This design comes from an exercise in tuning for small area on the open sky130 flow, not from production work. Only simulation tests tie the RTL to the original design; equivalence was not proved. The clock port is modelled as an ideal driver; clocking choices that lean on that would not hold on a real chip. No activity file was given, so power comes from the tool's default toggle rates.

==> flow/design.v <==
module debounce_button(
    input  wire clk,
    input  wire reset_n,
    input  wire noisy_btn_n,
    output reg  clean_pulse
);
    localparam [4:0] CNT_ZERO  = 5'b10000,
                     CNT_PRESS = 5'b00000;
    reg sync0, sync1;
    reg [4:0] cnt;
    reg stable_level;
    wire btn_level = ~sync1;
    wire differ    = btn_level ^ stable_level;
    wire cnt_end   = cnt[0] & ~cnt[2] & ~cnt[3] & cnt[4];
    wire pressed   = ~cnt[0] & ~cnt[3] & ~cnt[4];
    wire feedback  = (~cnt[4] & ~cnt[0] & ~cnt[2]) | (~cnt[4] & ~cnt[0] & cnt[2]) | (~cnt[4] & cnt[0] & ~cnt[2]) | (cnt[4] & ~cnt[0] & ~cnt[2]) | (cnt[4] & cnt[0] & cnt[2]);
    always @(posedge clk or negedge reset_n) begin
        if (!reset_n) begin
            sync0        <= 1'b1;
            sync1        <= 1'b1;
            cnt          <= CNT_ZERO;
            stable_level <= 1'b0;
            clean_pulse  <= 1'b0;
        end else begin
            sync0 <= noisy_btn_n;
            sync1 <= sync0;
            if (differ && !cnt_end)
                cnt <= {cnt[3:0], feedback};
            else if (differ && btn_level)
                cnt <= CNT_PRESS;
            else
                cnt <= CNT_ZERO;
            if (differ && cnt_end)
                stable_level <= btn_level;
            clean_pulse <= pressed;
        end
    end
endmodule
module blink_generator(
    input  wire half,
    output wire blink_out
);
    assign blink_out = half;
endmodule
module phase_timer(
    input  wire       clk,
    input  wire       reset_n,
    input  wire       clear,
    input  wire       expired,
    output reg  [4:0] hs
);
    reg [8:0] sub;
    wire sub_end = (sub == 9'b000100001);
    always @(posedge clk or negedge reset_n) begin
        if (!reset_n) begin
            sub <= 9'd0;
            hs  <= 5'd0;
        end else begin
            if (clear || sub_end)
                sub <= 9'd0;
            else
                sub <= {sub[7:0], ~(sub[8] ^ sub[4])};
            if (clear)
                hs <= 5'd0;
            else
                hs <= (sub_end ? hs + 5'd1 : hs) | {expired, expired, 3'b000};
        end
    end
endmodule
module sevenseg_decoder(
    input  wire [2:0] elapsed,
    output reg  [6:0] seg
);
    always @(*) begin
        case (elapsed)
            3'd7: seg = 7'b1000000;  
            3'd6: seg = 7'b1111001;  
            3'd5: seg = 7'b0100100;  
            3'd4: seg = 7'b0110000;  
            3'd3: seg = 7'b0011001;  
            3'd2: seg = 7'b0010010;  
            3'd1: seg = 7'b0000010;  
            default: seg = 7'b1111000;  
        endcase
    end
endmodule
module traffic_fsm(
    input  wire       clk,
    input  wire       reset_n,
    input  wire       clean_ped_button,
    input  wire       night_mode,
    input  wire       low_mode,
    input  wire       high_mode,
    input  wire [3:0] sec,
    output wire       change,
    output wire       expired,
    output wire       green,
    output wire       yellow,
    output wire       red,
    output wire       walk,
    output wire       night,
    output reg        ped_request_out
);
    reg [2:0] state;
    assign night  = state[2];
    assign green  = ~state[2] & ~state[1] & ~state[0];
    assign yellow = ~state[1] & state[0];
    assign red    = state[1] & ~state[0];
    assign walk   = state[1] & state[0];
    wire done = sec[3] & sec[2];
    reg expired_r;
    always @(*) begin
        case (state[1:0])
            2'b00:   expired_r = high_mode ? sec[3] & sec[1] :
                                 low_mode  ? sec[3] | sec[2] & (sec[1] | sec[0]) :
                                             sec[3] | sec[2] & sec[1] & sec[0];
            2'b01:   expired_r = sec[1] & (sec[0] | low_mode & ~high_mode);
            2'b10:   expired_r = sec[2] & (high_mode ? sec[1] & sec[0] :
                                           low_mode  | sec[1] | sec[0]);
            default: expired_r = sec[3];
        endcase
    end
    assign expired = expired_r;
    wire       advance = ~night & done;
    wire       red_to_walk = red & ped_request_out;
    wire [1:0] after   = {yellow | red_to_walk, ~state[1] & ~state[0] | red_to_walk};
    wire [2:0] next_state = night_mode ? 3'b100 :
                            night      ? 3'b000 :
                            advance    ? {1'b0, after} : state;
    assign change = night ? ~night_mode : (night_mode | done);
    always @(posedge clk or negedge reset_n) begin
        if (!reset_n) begin
            state           <= 3'b000;
            ped_request_out <= 1'b0;
        end else begin
            state <= next_state;
            if (clean_ped_button && !night_mode)
                ped_request_out <= 1'b1;
            else if (walk)
                ped_request_out <= 1'b0;
        end
    end
endmodule
module walk_countdown_timer(
    input  wire       clk,
    input  wire       reset_n,
    input  wire       walk,
    input  wire [3:0] sec,
    output reg  [2:0] elapsed
);
    always @(posedge clk or negedge reset_n) begin
        if (!reset_n)
            elapsed <= 3'd0;
        else if (walk && !sec[3])
            elapsed <= sec[2:0];
    end
endmodule
module traffic_top(
    input  wire        MAX10_CLK1_50,
    input  wire [1:0]  KEY,
    input  wire [9:0]  SW,
    output wire [9:0]  LEDR,
    output wire [6:0]  HEX0
);
    wire clk        = MAX10_CLK1_50;
    wire reset_n    = KEY[0];
    wire night_mode = SW[0];
    wire clean_ped_button;
    debounce_button db_inst (
        .clk         (clk),
        .reset_n     (reset_n),
        .noisy_btn_n (KEY[1]),
        .clean_pulse (clean_ped_button)
    );
    wire       clear, expired;
    wire [4:0] hs;
    wire       half = hs[0];
    wire [3:0] sec  = hs[4:1];
    phase_timer timer_inst (
        .clk     (clk),
        .reset_n (reset_n),
        .clear   (clear),
        .expired (expired),
        .hs      (hs)
    );
    wire green, yellow, red, walk, night, ped_request;
    traffic_fsm fsm_inst (
        .clk              (clk),
        .reset_n          (reset_n),
        .clean_ped_button (clean_ped_button),
        .night_mode       (night_mode),
        .low_mode         (SW[1]),
        .high_mode        (SW[2]),
        .sec              (sec),
        .change           (clear),
        .expired          (expired),
        .green            (green),
        .yellow           (yellow),
        .red              (red),
        .walk             (walk),
        .night            (night),
        .ped_request_out  (ped_request)
    );
    wire [2:0] elapsed;
    walk_countdown_timer walk_timer_inst (
        .clk     (clk),
        .reset_n (reset_n),
        .walk    (walk),
        .sec     (sec),
        .elapsed (elapsed)
    );
    sevenseg_decoder hex0_dec (
        .elapsed (elapsed),
        .seg     (HEX0)
    );
    wire blink_signal;
    blink_generator blink_inst (
        .half      (half),
        .blink_out (blink_signal)
    );
    assign LEDR[0]   = green;
    assign LEDR[1]   = night ? blink_signal : yellow;
    assign LEDR[2]   = red | walk;
    assign LEDR[3]   = walk;
    assign LEDR[4]   = ~walk;
    assign LEDR[5]   = ped_request;
    assign LEDR[6]   = SW[1];
    assign LEDR[7]   = SW[2];
    assign LEDR[9:8] = 2'b00;
endmodule
==> flow/config.mk <==
export PLATFORM = sky130hd
export DESIGN_NAME = traffic_top
export DESIGN_NICKNAME = traffic_top
export VERILOG_FILES = /design/flow/design.v
export SDC_FILE = /design/flow/constraint.sdc
export NUM_CORES = 4
export LEC_CHECK = 0
export CAP_MARGIN = 20
export CORE_MARGIN = 2
export CORE_UTILIZATION = 40
export GPL_TIMING_DRIVEN = 0
export SLEW_MARGIN = 20
==> flow/constraint.sdc <==
create_clock -name core_clock -period 10.0 [get_ports {MAX10_CLK1_50}]
set_input_delay 2.0000 -clock core_clock [delete_from_list [all_inputs] [get_ports {MAX10_CLK1_50}]]
set_output_delay 2.0000 -clock core_clock [all_outputs]
set_load 0.01 [all_outputs]
standard.sh (not shown) runs the stock make flow with config.mk's settings and CLKGATE_MAP_FILE= SYNTH_SCRIPT=/design/flow/synth_recipe.tcl, a recipe that flattens the netlist after the stock synthesis.
==> flow/flow/run.sh <==
#!/bin/bash
set -euo pipefail
export WORK=$(pwd)

FLOW=$WORK/flow
R=$WORK/orfs/results/$FLOW_PLATFORM/traffic_top/base
LIB=$(ls "$FLOW_HOME"/platforms/"$FLOW_PLATFORM"/lib/sky130_fd_sc_hd__tt_025C_1v80.lib)
PORTS="BUFFER_PORTS_ARGS=-buffer_cell sky130_fd_sc_hd__buf_1"

bash standard.sh synth > synth.log 2>&1

cp "$R/1_2_yosys.v" resynth_in.v
best=""
best_area=""
SEEDS="0 1 2 3 4 5 6 7"
for seed in $SEEDS; do
    {
        printf 'strash\n&get -n\n&deepsyn -T 40 -S %d\n&dch -f\n&nf -R 1000\n&put\n' $seed
        for round in 1 2 3; do
            printf 'strash\n&get -n\n&dch -f\n&nf -R 1000\n&put\n'
        done
    } > area_$seed.abc
    sed -e "s#@LIB@#$LIB#g" -e "s#@ABC@#$WORK/area_$seed.abc#g" \
        -e "s#resynth_out.v#resynth_out_$seed.v#" "$FLOW/resynth.ys" > resynth_$seed.ys
done
# four at a time, one per core
for batch in "0 1 2 3" "4 5 6 7"; do
    for seed in $batch; do
        yosys -s resynth_$seed.ys > resynth_$seed.log 2>&1 &
    done
    wait || true
done
for seed in $SEEDS; do
    a=$(grep "Chip area" resynth_$seed.log | tail -1 | awk '{print $NF}' || true)
    [[ -n "$a" && -f resynth_out_$seed.v ]] || continue
    if [[ -z "$best" ]] || awk "BEGIN{exit !($a < $best_area)}"; then
        best=$seed; best_area=$a
    fi
done
echo "best seed: ${best:-none} area ${best_area:-none}" > resynth_status.txt
if [[ -n "$best" ]]; then
    cp resynth_out_$best.v resynth_out.v
    sed -e "s#@LIB@#$LIB#g" -e "s#@FLOW@#$FLOW#g" "$FLOW/equiv.ys" > equiv.ys
    if yosys -s equiv.ys > equiv.log 2>&1; then
        cp resynth_out.v "$R/1_2_yosys.v"
        rm -f "$R/1_synth.odb" "$R/1_synth.sdc"
        echo "resynthesis used" >> resynth_status.txt
    else
        echo "equivalence not proven, standard netlist kept" >> resynth_status.txt
    fi
fi

bash standard.sh "$PORTS" place > place.log 2>&1

openroad -no_init -exit "$FLOW/clock_tree.tcl" > clock_tree.log 2>&1

bash standard.sh "$PORTS" finish > layout.log 2>&1
Other scripts of this flow, unchanged in this note and not shown: flow/flow/clock_tree.tcl, flow/flow/conb.v, flow/flow/equiv.ys, flow/flow/resynth.ys
The baseline completed without violations.
==> next run, changes <==
--- a/flow/design.v
+++ b/flow/design.v
@@ -3,18 +3,18 @@
     input  wire reset_n,
     input  wire noisy_btn_n,
     output reg  clean_pulse
 );
-    localparam [4:0] CNT_ZERO  = 5'b10000,
-                     CNT_PRESS = 5'b00000;
+    localparam [4:0] CNT_ZERO  = 5'b01010,
+                     CNT_PRESS = 5'b11010;
     reg sync0, sync1;
     reg [4:0] cnt;
     reg stable_level;
     wire btn_level = ~sync1;
     wire differ    = btn_level ^ stable_level;
-    wire cnt_end   = cnt[0] & ~cnt[2] & ~cnt[3] & cnt[4];
-    wire pressed   = ~cnt[0] & ~cnt[3] & ~cnt[4];
-    wire feedback  = (~cnt[4] & ~cnt[0] & ~cnt[2]) | (~cnt[4] & ~cnt[0] & cnt[2]) | (~cnt[4] & cnt[0] & ~cnt[2]) | (cnt[4] & ~cnt[0] & ~cnt[2]) | (cnt[4] & cnt[0] & cnt[2]);
+    wire cnt_end   = cnt[2] & ~cnt[1] & cnt[0];
+    wire pressed   = cnt[4] & cnt[3] & cnt[1];
+    wire feedback  = (~cnt[4] & ~cnt[1]) | (cnt[4] & cnt[1] & ~cnt[3]);
     always @(posedge clk or negedge reset_n) begin
         if (!reset_n) begin
             sync0        <= 1'b1;
             sync1        <= 1'b1;
The new run produced a clean layout.
Synthesized area is higher by 2.0%.
Clock-buffer cell count is unchanged.
Final cell count grows by 8.1%.
Power went up by 2.1%.
Setup slack loses 0.013 ns.
Final area rises by 2.8%.
Routed wire length came out higher by 13%.
Global-route usage came out higher by 1.7 points.
Utilization goes up by 0.90 points.
Die area is higher by 1.9%.
Fmax came out lower by 0.30%.
Register-to-register slack loses 0.43 ns.
Critical path depth does not change.
Combinational power went down by 7.8%.

[what the ideal ports hide]
How much do the figures lean on ideal ports? The routed layouts below were timed once more, with nothing changed but the port constraints.
Step 1 (the two cells are an assumption about what drives the block):
set clk [get_ports {MAX10_CLK1_50}]
set_driving_cell -lib_cell sky130_fd_sc_hd__clkbuf_16 $clk
set_driving_cell -lib_cell sky130_fd_sc_hd__buf_2 [delete_from_list [all_inputs] $clk]
Step 2 adds t to the input delays and takes it off the output delays; t is the mean of the earliest and latest rising clock arrival at the registers after step 1. Input paths then give back, and output paths get back, about the clock's delay inside the block.
Slacks: no drivers / after step 1 / after step 2; pairs: no drivers / after step 1.
| run | shift t [ns] | setup WS [ns] | hold WS [ns] | worst register clock-pin slew, ns | cell pins on the clock port's net |
|---|---|---|---|---|---|
| the first run | 0.189 | 5.695 / 5.672 / 5.672 | 0.362 / 0.362 / 0.362 | 0.10 / 0.10 | 1 |
| the second run | 0.197 | 5.682 / 5.658 / 5.658 | 0.365 / 0.365 / 0.365 | 0.11 / 0.11 | 1 |
After both steps setup and hold are still met in every run listed. For the second run, which loses most, drivers alone change the setup slack by -0.024 ns; drivers and shift together by -0.024 ns.
